Background: an optimization exercise with open tools, aiming at small area. Do not read the settings as production practice. The RTL was checked by simulation tests, not by an equivalence proof against the original design. Power is estimated from default activity; no workload was simulated.

## flow/design.v

```verilog
`timescale 1ns / 1ps
module sr_flop(clk, reset, S, R, Q);
   input      clk, reset, S, R;
   output reg Q;
   always @ (posedge clk, posedge reset)
      if (reset)
         Q <= 1'b0; else 
      if (S)
         Q <= 1'b1; else
      if (R)
         Q <= 1'b0; else 
         Q <= Q;
endmodule
`timescale 1ns / 1ps
module sr_flop_txrdy(clk, reset, S, R, Q);
   input      clk, reset, S, R;
   output reg Q;
   always @ (posedge clk, posedge reset)
      if (reset)
         Q <= 1'b1; else 
      if (S)
         Q <= 1'b1; else
      if (R)
         Q <= 1'b0;
endmodule
`timescale 1ns / 1ps
module ld_reg_8bit(clk, reset, ld, D, Q);
   input            clk, reset, ld;
   input      [7:0] D;
   output reg [7:0] Q;
   always @(posedge clk, posedge reset)
      if (reset)
         Q <= 8'b0; else
      if (ld)
         Q <= D;
endmodule
`timescale 1ns / 1ps
module bit_9_10_decoder(ldata, eight, pen, ohel, bit_nine, bit_ten);
   input       eight, pen, ohel;
   input [7:0] ldata;
   output reg  bit_nine, bit_ten;
   wire        ep7, op7, ep8, op8;
   assign ep7 = (^ldata[6:0]);
   assign op7 = ~(^ldata[6:0]);
   assign ep8 = (^ldata);
   assign op8 = ~(^ldata);
   always @ (*)
      case ({eight,pen,ohel})
         3'b000: {bit_ten, bit_nine} = {1'b1, 1'b1};
         3'b001: {bit_ten, bit_nine} = {1'b1, 1'b1};
         3'b010: {bit_ten, bit_nine} = {1'b1, ep7};
         3'b011: {bit_ten, bit_nine} = {1'b1, op7};
         3'b100: {bit_ten, bit_nine} = {1'b1, ldata[7]};
         3'b101: {bit_ten, bit_nine} = {1'b1, ldata[7]};
         3'b110: {bit_ten, bit_nine} = {ep8, ldata[7]};
         3'b111: {bit_ten, bit_nine} = {op8, ldata[7]};
      endcase
endmodule
`timescale 1ns / 1ps
module shift_reg_11bit(clk, reset, data, ld, sh, sdi, sdo);
   input        clk, reset, ld, sh, sdi;
   input [10:0] data;
   output       sdo;
   reg   [10:0] sr;
   always @(posedge clk, posedge reset)
      if (reset)
         sr <= 11'b11111111111; else
      if (ld)
         sr <= data; else
      if (sh)
         sr <= {sdi,sr[10:1]};
      else
         sr <= sr;
   assign sdo = sr[0];
endmodule
`timescale 1ns / 1ps
module shift_reg_10bit(clk, reset, sh, sdi, sr);
   input            clk, reset, sh, sdi;
   output reg [9:0] sr;
   always @(posedge clk, posedge reset)
      if (reset)
         sr <= 10'b1111111111; else
      if (sh)
         sr <= {sdi,sr[9:1]};
      else
         sr <= sr;
endmodule
`timescale 1ns / 1ps
module remap_combo(eight, pen, data_in, remap7, remap8, remap9, remap_out);   
   input       eight, pen;
   input [9:0] data_in;
   output reg remap7, remap8, remap9;
   output reg [7:0] remap_out;
   always @(*)
      case ({eight, pen})
         2'b00:{remap9, remap8 ,remap7, remap_out} = {2'b0, data_in[9], {1'b0, data_in[8:2]}};
         2'b01:{remap9, remap8 ,remap7, remap_out} = {1'b0, data_in[9], data_in[8], {1'b0, data_in[7:1]}};
         2'b10:{remap9, remap8 ,remap7, remap_out} = {1'b0, data_in[9], data_in[8], data_in[7:1]};
         2'b11:{remap9, remap8 ,remap7, remap_out} = {data_in[9:7], data_in[7:0]};
      endcase
endmodule
`timescale 1ns / 1ps
module PED(clk, reset, in, out);
   input  clk, reset, in;
   output out;
   reg    edge_detect;
   always @ (posedge clk, posedge reset)
      if (reset)
         edge_detect <= 1'b0;
      else
         edge_detect <= in;
   assign out = (in & ~edge_detect);
endmodule
`timescale 1ns / 1ps
module baud_decoder(baud, k);
    input       [3:0] baud;
    output reg [18:0] k;
    always@(*)
      case (baud)
         4'b0000: k = 19'd333333;
         4'b0001: k = 19'd83333;
         4'b0010: k = 19'd41667;
         4'b0011: k = 19'd20833;
         4'b0100: k = 19'd10417;
         4'b0101: k = 19'd5208;
         4'b0110: k = 19'd2604;
         4'b0111: k = 19'd1736;
         4'b1000: k = 19'd868;
         4'b1001: k = 19'd434;
         4'b1010: k = 19'd217;
         4'b1011: k = 19'd109;
         default: k = 19'd109;
      endcase
endmodule
`timescale 1ns / 1ps
module tx(clk, reset, load, out_port, eight, pen, ohel, k, txrdy, tx);
   input        clk, reset, load, eight, pen, ohel;
   input  [7:0] out_port;
   input [18:0] k;                                   
   output       txrdy, tx;
   wire         btu,          done,    doit,   bit_nine, bit_ten , sr_to_tx;
   wire   [7:0] ldata;
   reg          loaddi;
   reg    [3:0] bit_counter_d, bit_counter_q;
   reg   [18:0] bit_time_counter_d, bit_time_counter_q;
   sr_flop_txrdy                                     
      TXRDY(.clk(clk), 
            .reset(reset), 
            .S(done), 
            .R(load), 
            .Q(txrdy));
   sr_flop      
      DOIT( .clk(clk), 
            .reset(reset), 
            .S(loaddi), 
            .R(done), 
            .Q(doit));
   ld_reg_8bit
      LR1(  .clk(clk), 
            .reset(reset), 
            .ld(load), 
            .D(out_port), 
            .Q(ldata));
   bit_9_10_decoder
      BDC(  .ldata(ldata), 
            .eight(eight), 
            .pen(pen), 
            .ohel(ohel), 
            .bit_nine(bit_nine), 
            .bit_ten(bit_ten));
   shift_reg_11bit
      SHR(  .clk(clk), 
            .reset(reset), 
            .data({bit_ten, bit_nine, ldata[6:0], 1'b0, 1'b1}),
            .ld(loaddi),
            .sh(btu),   
            .sdi(1'b1), 
            .sdo(sr_to_tx));
   always @ (posedge clk, posedge reset)
      if (reset)
         begin
         loaddi <= 1'b0;
         bit_time_counter_q <= 19'b0;
         bit_counter_q <= 4'b0;
         end
      else
         begin
         loaddi <= load;
         bit_time_counter_q <= bit_time_counter_d;
         bit_counter_q <= bit_counter_d;
         end
   always @(*)
      case({doit,btu})
         2'b00: {bit_time_counter_d, bit_counter_d} = {19'b0, 4'b0};
         2'b01: {bit_time_counter_d, bit_counter_d} = {19'b0, 4'b0};
         2'b10: {bit_time_counter_d, bit_counter_d} = {bit_time_counter_q + 19'b1,
                                                            bit_counter_q};
         2'b11: {bit_time_counter_d, bit_counter_d} = {19'b0, 
                                                      bit_counter_q + 4'b1};
      endcase
   assign btu = (bit_time_counter_q == k);           
   assign done = (bit_counter_q == 11);              
   assign tx = sr_to_tx;                             
endmodule
`timescale 1ns / 1ps
module rx(clk, reset, rx, eight, pen, ohel, reset_errors, k, kd2, uart_rdata, rx_status);
   input        clk, reset, rx, eight, pen, ohel, reset_errors;
   input  [18:0] k, kd2;
   output  [7:0] uart_rdata;
   output  [3:0] rx_status;
   wire          btu, done, ovf, ferr, perr, rxrdy, 
                 eighth_bit_parity, parity_bit, stop_bit_err, full_parity_data,
                 remap7, remap8, remap9;
   wire    [3:0] num_bits;
   wire    [9:0] remap_combo;
   wire    [7:0] remap_out;
   wire   [18:0] start_k;
   reg           start, doit;
   reg     [1:0] p_state, n_state, n_output;
   reg     [3:0] bit_counter_d, bit_counter_q;
   reg    [18:0] bit_time_counter_d, bit_time_counter_q;
   always @ (posedge clk, posedge reset)
      if (reset)
         begin
         {p_state, start, doit} <= 4'b0;
         bit_time_counter_q <= 19'b0;
         bit_counter_q <= 4'b0;
         end
      else
         begin
         {p_state, start, doit} <= {n_state, n_output};
         bit_time_counter_q <= bit_time_counter_d;
         bit_counter_q <= bit_counter_d;
         end
   always @(*)
      begin
      casex ({p_state, rx, btu, done})
         5'b00_1_x_x: {n_state, n_output} = {2'b00, 2'b00};
         5'b00_0_x_x: {n_state, n_output} = {2'b01, 2'b11};
         5'b01_1_x_x: {n_state, n_output} = {2'b00, 2'b00};
         5'b01_0_0_x: {n_state, n_output} = {2'b01, 2'b11};
         5'b01_0_1_x: {n_state, n_output} = {2'b10, 2'b01};
         5'b10_x_x_0: {n_state, n_output} = {2'b10, 2'b01};
         5'b10_x_x_1: {n_state, n_output} = {2'b00, 2'b00};
             default: {n_state, n_output} = {2'b00, 2'b00};
      endcase
      case({doit,btu})
            2'b00: {bit_time_counter_d, bit_counter_d} = {19'b0, 4'b0};
            2'b01: {bit_time_counter_d, bit_counter_d} = {19'b0, 4'b0};
            2'b10: {bit_time_counter_d, bit_counter_d} = {bit_time_counter_q + 19'b1,
                                                               bit_counter_q};
            2'b11: {bit_time_counter_d, bit_counter_d} = {19'b0, 
                                                         bit_counter_q + 4'b1};
      endcase
      end
   assign start_k = (start) ? kd2 : k;   
   assign btu = (bit_time_counter_q == start_k);           
   assign num_bits = ({eight, pen} == 2'b00) ?  4'b1001 :
                     ({eight, pen} == 2'b11) ?  4'b1011 :
                                                4'b1010;
   assign done = (bit_counter_q == num_bits);              
   shift_reg_10bit
      sr10b(.clk(clk), 
            .reset(reset), 
            .sh(btu && ~start),
            .sdi(rx),
            .sr(remap_combo));
   remap_combo
      rmpc (.eight(eight),
            .pen(pen),
            .data_in(remap_combo), 
            .remap7(remap7), 
            .remap8(remap8), 
            .remap9(remap9), 
            .remap_out(remap_out));   
   assign uart_rdata = remap_out;
   assign eighth_bit_parity = (eight) ? remap7 : 0;
   assign parity_bit = (eight) ? remap8 : remap7;
   assign full_parity_data = ((ohel == 1'b0)) ? 
  (^{eighth_bit_parity,remap_out[6:0]}) : ~((^{eighth_bit_parity,remap_out[6:0]}));
   assign stop_bit_err = ({eight,pen} == 2'b00) ? remap7 :
                         ({eight,pen} == 2'b11) ? remap9 : remap8;
   assign rx_status = {ovf, ferr, perr, rxrdy};
   sr_flop  
      RXRDY(.clk(clk), 
            .reset(reset), 
            .S(done), 
            .R(reset_errors), 
            .Q(rxrdy)),
      PERR (.clk(clk), 
            .reset(reset), 
            .S((pen & done & (parity_bit ^ full_parity_data))), 
            .R(reset_errors), 
            .Q(perr)),
      FERR (.clk(clk), 
            .reset(reset), 
            .S((done & ~stop_bit_err)), 
            .R(reset_errors), 
            .Q(ferr)),
      OVFER(.clk(clk), 
            .reset(reset), 
            .S((done & rxrdy)), 
            .R(reset_errors), 
            .Q(ovf));
endmodule
`timescale 1ns / 1ps
module UART(clk, reset, load, out_port, eight, pen, ohel, 
            baud, tx, rx, r_status, r_data, uart_int, uart_ds);
   input        clk, reset, load, eight, pen, ohel, rx, r_status, r_data;
   input  [3:0] baud;
   input  [7:0] out_port;
   output       tx, uart_int;
   output [7:0] uart_ds;
   wire         tx_rdy, txrdy, tx_rdy_PED, rx_rdy_PED;
   wire  [18:0] k, kd2;
   wire   [7:0] uart_rdata;
   wire   [3:0] rx_status;
   wire   [7:0] status;
   baud_decoder
      bd(.baud(baud), 
         .k(k));
   assign kd2 = k >> 1;              
   tx
      transmit(.clk(clk), 
               .reset(reset), 
               .load(load), 
               .out_port(out_port), 
               .eight(eight), 
               .pen(pen), 
               .ohel(ohel), 
               .k(k), 
               .txrdy(txrdy), 
               .tx(tx));
   rx
      receive (.clk(clk), 
               .reset(reset), 
               .rx(rx), 
               .eight(eight), 
               .pen(pen), 
               .ohel(ohel), 
               .reset_errors(r_data), 
               .k(k), 
               .kd2(kd2), 
               .uart_rdata(uart_rdata), 
               .rx_status(rx_status));
   assign status = {3'b0, rx_status[3:1], txrdy, rx_status[0]};
   PED
      TX_RDY(.clk(clk), 
             .reset(reset), 
             .in(txrdy), 
             .out(tx_rdy_PED)),
      RX_RDY(.clk(clk), 
             .reset(reset), 
             .in(rx_status[0]), 
             .out(rx_rdy_PED));
   assign uart_ds = (r_status) ? status : uart_rdata;    
   assign uart_int = tx_rdy_PED | rx_rdy_PED;
endmodule
```

## flow/config.mk

```make
export PLATFORM = sky130hd
export DESIGN_NAME = UART
export DESIGN_NICKNAME = UART
export VERILOG_FILES = /design/flow/design.v
export SDC_FILE = /design/flow/constraint.sdc
export NUM_CORES = 4
export LEC_CHECK = 0
export CAP_MARGIN = 20
export CORE_MARGIN = 2
export CORE_UTILIZATION = 40
export PLACE_DENSITY = 0.6
export SLEW_MARGIN = 20
```

## flow/constraint.sdc

```tcl
create_clock -name core_clock -period 10.0 [get_ports {clk}]
set_input_delay 2.0000 -clock core_clock [delete_from_list [all_inputs] [get_ports {clk}]]
set_output_delay 2.0000 -clock core_clock [all_outputs]
set_load 0.01 [all_outputs]
```

## flow/run.sh

```bash
#!/bin/bash
# synth_recipe.tcl (not shown) runs the flow's synth.tcl, then flattens the netlist and writes it again
# the make line also repeats each setting of config.mk as NAME=value (left out here)
make -C /OpenROAD-flow-scripts/flow DESIGN_CONFIG=/design/flow/config.mk WORK_HOME=/design/flow/orfs CLKGATE_MAP_FILE= SYNTH_SCRIPT=/design/flow/synth_recipe.tcl finish
```

==> run notes <==
==> synthesized netlist by cell type, types with 18 or more instances <==
| library cell | n | area share, % |
|---|---|---|
| dfrtp_1 | 65 | 27 |
| nor2_1 | 62 | 3.8 |
| xnor2_1 | 47 | 6.8 |
| nand2_1 | 45 | 2.8 |
| o21ai_0 | 32 | 2.6 |
| xor2_1 | 28 | 4.0 |
| clkbuf_1 | 24 | 1.5 |
| dfstp_2 | 22 | 9.5 |
| mux2_2 | 21 | 3.9 |
| inv_1 | 20 | 1.2 |
| mux2i_1 | 20 | 3.3 |
| nand2b_1 | 18 | 1.9 |
| nand3_1 | 18 | 1.5 |
| nor3b_1 | 18 | 2.2 |
==> layout make-up <==
cell class | count | area, sq um | area share, %
clock buffer | 10 | 239 | 3.54
clock inverter | 6 | 76.3 | 1.13
inverter | 21 | 80.1 | 1.18
multi-input combinational | 514 | 3590 | 53.1
sequential | 87 | 2200 | 32.6
tap | 188 | 235 | 3.48
timing repair buffer | 35 | 338 | 5.00
==> power by group <==
group / total, W / switching (W) / internal (W)
sequential: 0.000424 / 0.0000347 / 0.000389
clock: 0.000355 / 0.000150 / 0.000205
combinational: 0.000197 / 0.000107 / 0.0000892
total: 0.000975 / 0.000292 / 0.000683
==> flip-flops by register name, indices dropped and copies added (netlist names) <==
| signal | flops |
|---|---|
| receive.PERR.Q | 1 |
| transmit.bit_time_counter_q | 19 |
| transmit.loaddi | 1 |
| transmit.LR1.Q | 8 |
| transmit.bit_counter_q | 4 |
| receive.bit_counter_q | 4 |
| receive.FERR.Q | 1 |
| receive.RXRDY.Q | 1 |
| receive.doit | 1 |
| RX_RDY.edge_detect | 1 |
| transmit.SHR.sr | 11 |
| receive.p_state | 2 |
| receive.bit_time_counter_q | 19 |
| transmit.TXRDY.Q | 1 |
| TX_RDY.edge_detect | 1 |
| receive.OVFER.Q | 1 |
| transmit.DOIT.Q | 1 |
| receive.sr10b.sr | 10 |
==> worst paths after layout <==
| path | from | endpoint | slack, ps | depth (start not counted) |
|---|---|---|---|---|
| setup / recovery | eight | uart_ds[3] | 3470 | 10 |
| hold / removal | transmit.TXRDY.Q$_DFFE_PP1P_ | TX_RDY.edge_detect$_DFF_PP0_ | 410 | 0 |
| setup reg to reg | receive.p_state[0]$_DFF_PP0_ | receive.sr10b.sr[3]$_DFFE_PP1P_ | 6160 | 6 |
| hold reg to reg | transmit.TXRDY.Q$_DFFE_PP1P_ | TX_RDY.edge_detect$_DFF_PP0_ | 410 | 0 |
| max in group asynchronous | reset | receive.bit_time_counter_q[13]$_DFF_PP0_ | 6890 | 3 |
| min in group asynchronous | reset | transmit.LR1.Q[6]$_DFFE_PP0P_ | 1910 | 2 |
==> worst register-to-register path, stage by stage, from the launching register on <==
cell	delay, ps
dfrtp_1	930
inv_1	550
mux4_2	630
o32ai_1	310
o32ai_1	300
nor4_4	660
mux2_2	410
==> cell families (layout without fill, tap and decap cells) <==
logic type                 count (synthesis)  after routing  synth area share [%]
AOI/OAI and AO/OA                        116            116                  12.7
buffers and inverters                     64             72                  4.76
DFF                                       87             87                  36.3
adders and majority gates                 13             13                  2.68
xor gates and xnor gates                  76             76                  11.2
muxes                                     43             43                  7.93
and+or+nand+nor                          266            266                  24.4
==> metrics by stage <==
stage          hold slack, ps  total power, W  worst slack (ps)
6_report                  414        0.000975              3470
5_1_grt                   421         0.00103              3300
4_1_cts                   414        0.000984              3510
3_5_place_dp              402        0.000626              3510
3_3_place_gp              402        0.000619              3590
2_1_floorplan             369        0.000575              4540
==> per-layer routing <==
| layer | vias up | track usage [%] | wire, microns |
|---|---|---|---|
| met5 | - | 0 | 0 |
| met4 | 0 | 7.11 | 333 |
| met3 | 26 | 2.51 | 363 |
| met2 | 82 | 28.3 | 6460 |
| met1 | 2361 | 23.6 | 6450 |
| li1 | 2358 | - | - |
==> run notes <==
status: complete, no violations
Cell Pwr Density: 144 nW/um^2
grt ovf: 0
commonest non-fill, non-tap cells in the layout: 65 x dfrtp_1, 62 x nor2_1, 47 x xnor2_1
CTS buffer count: 9
CTS root buffer: clkbuf_16
clk slew on worst S/H paths: 70 ps
measured slew at the worst slew-check pin: 1110 ps
RSZ-0062 raised after global routing: false
WL final: 13600 microns
dpl cell area: 6440 sq um
hold buffers post-CTS: 0
DR WL/cell: 15.8 microns
yosys warns: 11
Critical Path Start Type: primary input
gpl congestion: 0.830
Largest stage delay, worst path: 540 ps
pin count of the biggest net entering global routing: 74
Filler cells: 1448
WP data arrival: 4530 ps
# setup viols final: 0
vias in the first global route: 4728
EDFF count, synth: 0
initial antenna violation count: 0
drt pass-1 iters: 5
Routed Antenna Nets: 0
Leakage Power: 2.68 nW
Slew Viols, Final: 0
post-synth cell types: 73
placed cells: 845
Yosys reg bits: 87
ys flop type: dfrtp_1
commonest non-fill, non-tap cell in the layout: dfrtp_1
first-pass GRT wire length: 23100 microns
f_max: 153 MHz
Clk Latency, worst-skew pair: 340 ps
Tcrit/Tclk final: 65.3%
Die Y: 127 microns
Top Family by Delay on Critical Path: buffers and inverters
shortest period the worst path allows: 6530 ps
CP required: 8000 ps
Die Wd: 127 microns
vias: 4827
worst vdd ir: 0.0000853 V
fin nets: 702
Starting Density: 40.4%
relative slew slack: 25.9%
post-CTS sizing: 0
clock buffer depth: 2
area grow syn2layout: 11.3%
Max Fanout on Critical Path: 8
clock skew after layout: 7.06 ps
Worst Path Class, Setup: primary input to primary output
Synth Cell Area: 6070 sq um
DRC violation count after routing: 0
sequential area share after synthesis: 36.3%
finished layout cell area: 6760 sq um
non-filler cells, final: 861
async set or reset register ratio after synthesis: 100%
Hold/Removal Path Class: flop to flop
share of layout cells above drive strength 1: 11.9%
post-route setup TNS: 0 ps
antenna cells: 0
row count: 45
Synthesized Nets: 699
syn avg cell area: 9.13 sq um
Mapped Cells: 665
Tot GR Track Use: 17.4%
CP max stage cell: clkdlybuf4s50_1
CTS tree: done
worst path cell trace: clkdlybuf4s50_1 -> inv_1 -> ha_1 -> or2_2 -> a22oi_1 -> nor2b_1 -> a21oi_1 -> nor2_1 -> a21oi_1 -> clkdlybuf4s50_1
Max Cap Viol: 0
Iteration-0 DRC Markers: 389
clk sink count: 87
endpoint class of the critical path: primary output
Die ar.: 16200 sq um
Boundary Pins: 31
HPWL after DPL: 9640 microns
core area: 15000 sq um
Port-buffer cells: 30
Final Hold Viols: 0
H-tree levels: 3
fin util: 45.0%
vias per cell: 5.61
Bufs and invs on worst path: 3
Post-CTS Setup Bufs: 0

-- afterwards: timing with drivers on the ports --
The flow's constraints put no driver on any port. The routed layout listed below was extracted and timed again, unchanged, in two steps. Step 1 assumes that a clkbuf_16 drives the clock port and a buf_2 every other input. Step 2 adds t to the input delays and takes it off the output delays; t is the mean of the earliest and latest rising clock arrival at the registers after step 1. Input paths then give back, and output paths get back, about the clock's delay inside the block. Slacks: ideal / step 1 / step 2; pairs: ideal / step 1.
t (ns): 0.380
setup WS [ns]: 3.475 / 3.444 / 3.444
hold WS [ns]: 0.414 / 0.414 / 0.414
cell pins on the clock port's net: 1
After both steps this run still meets setup and hold. For this run, drivers alone change the setup slack by -0.031 ns; drivers and shift together by -0.031 ns.
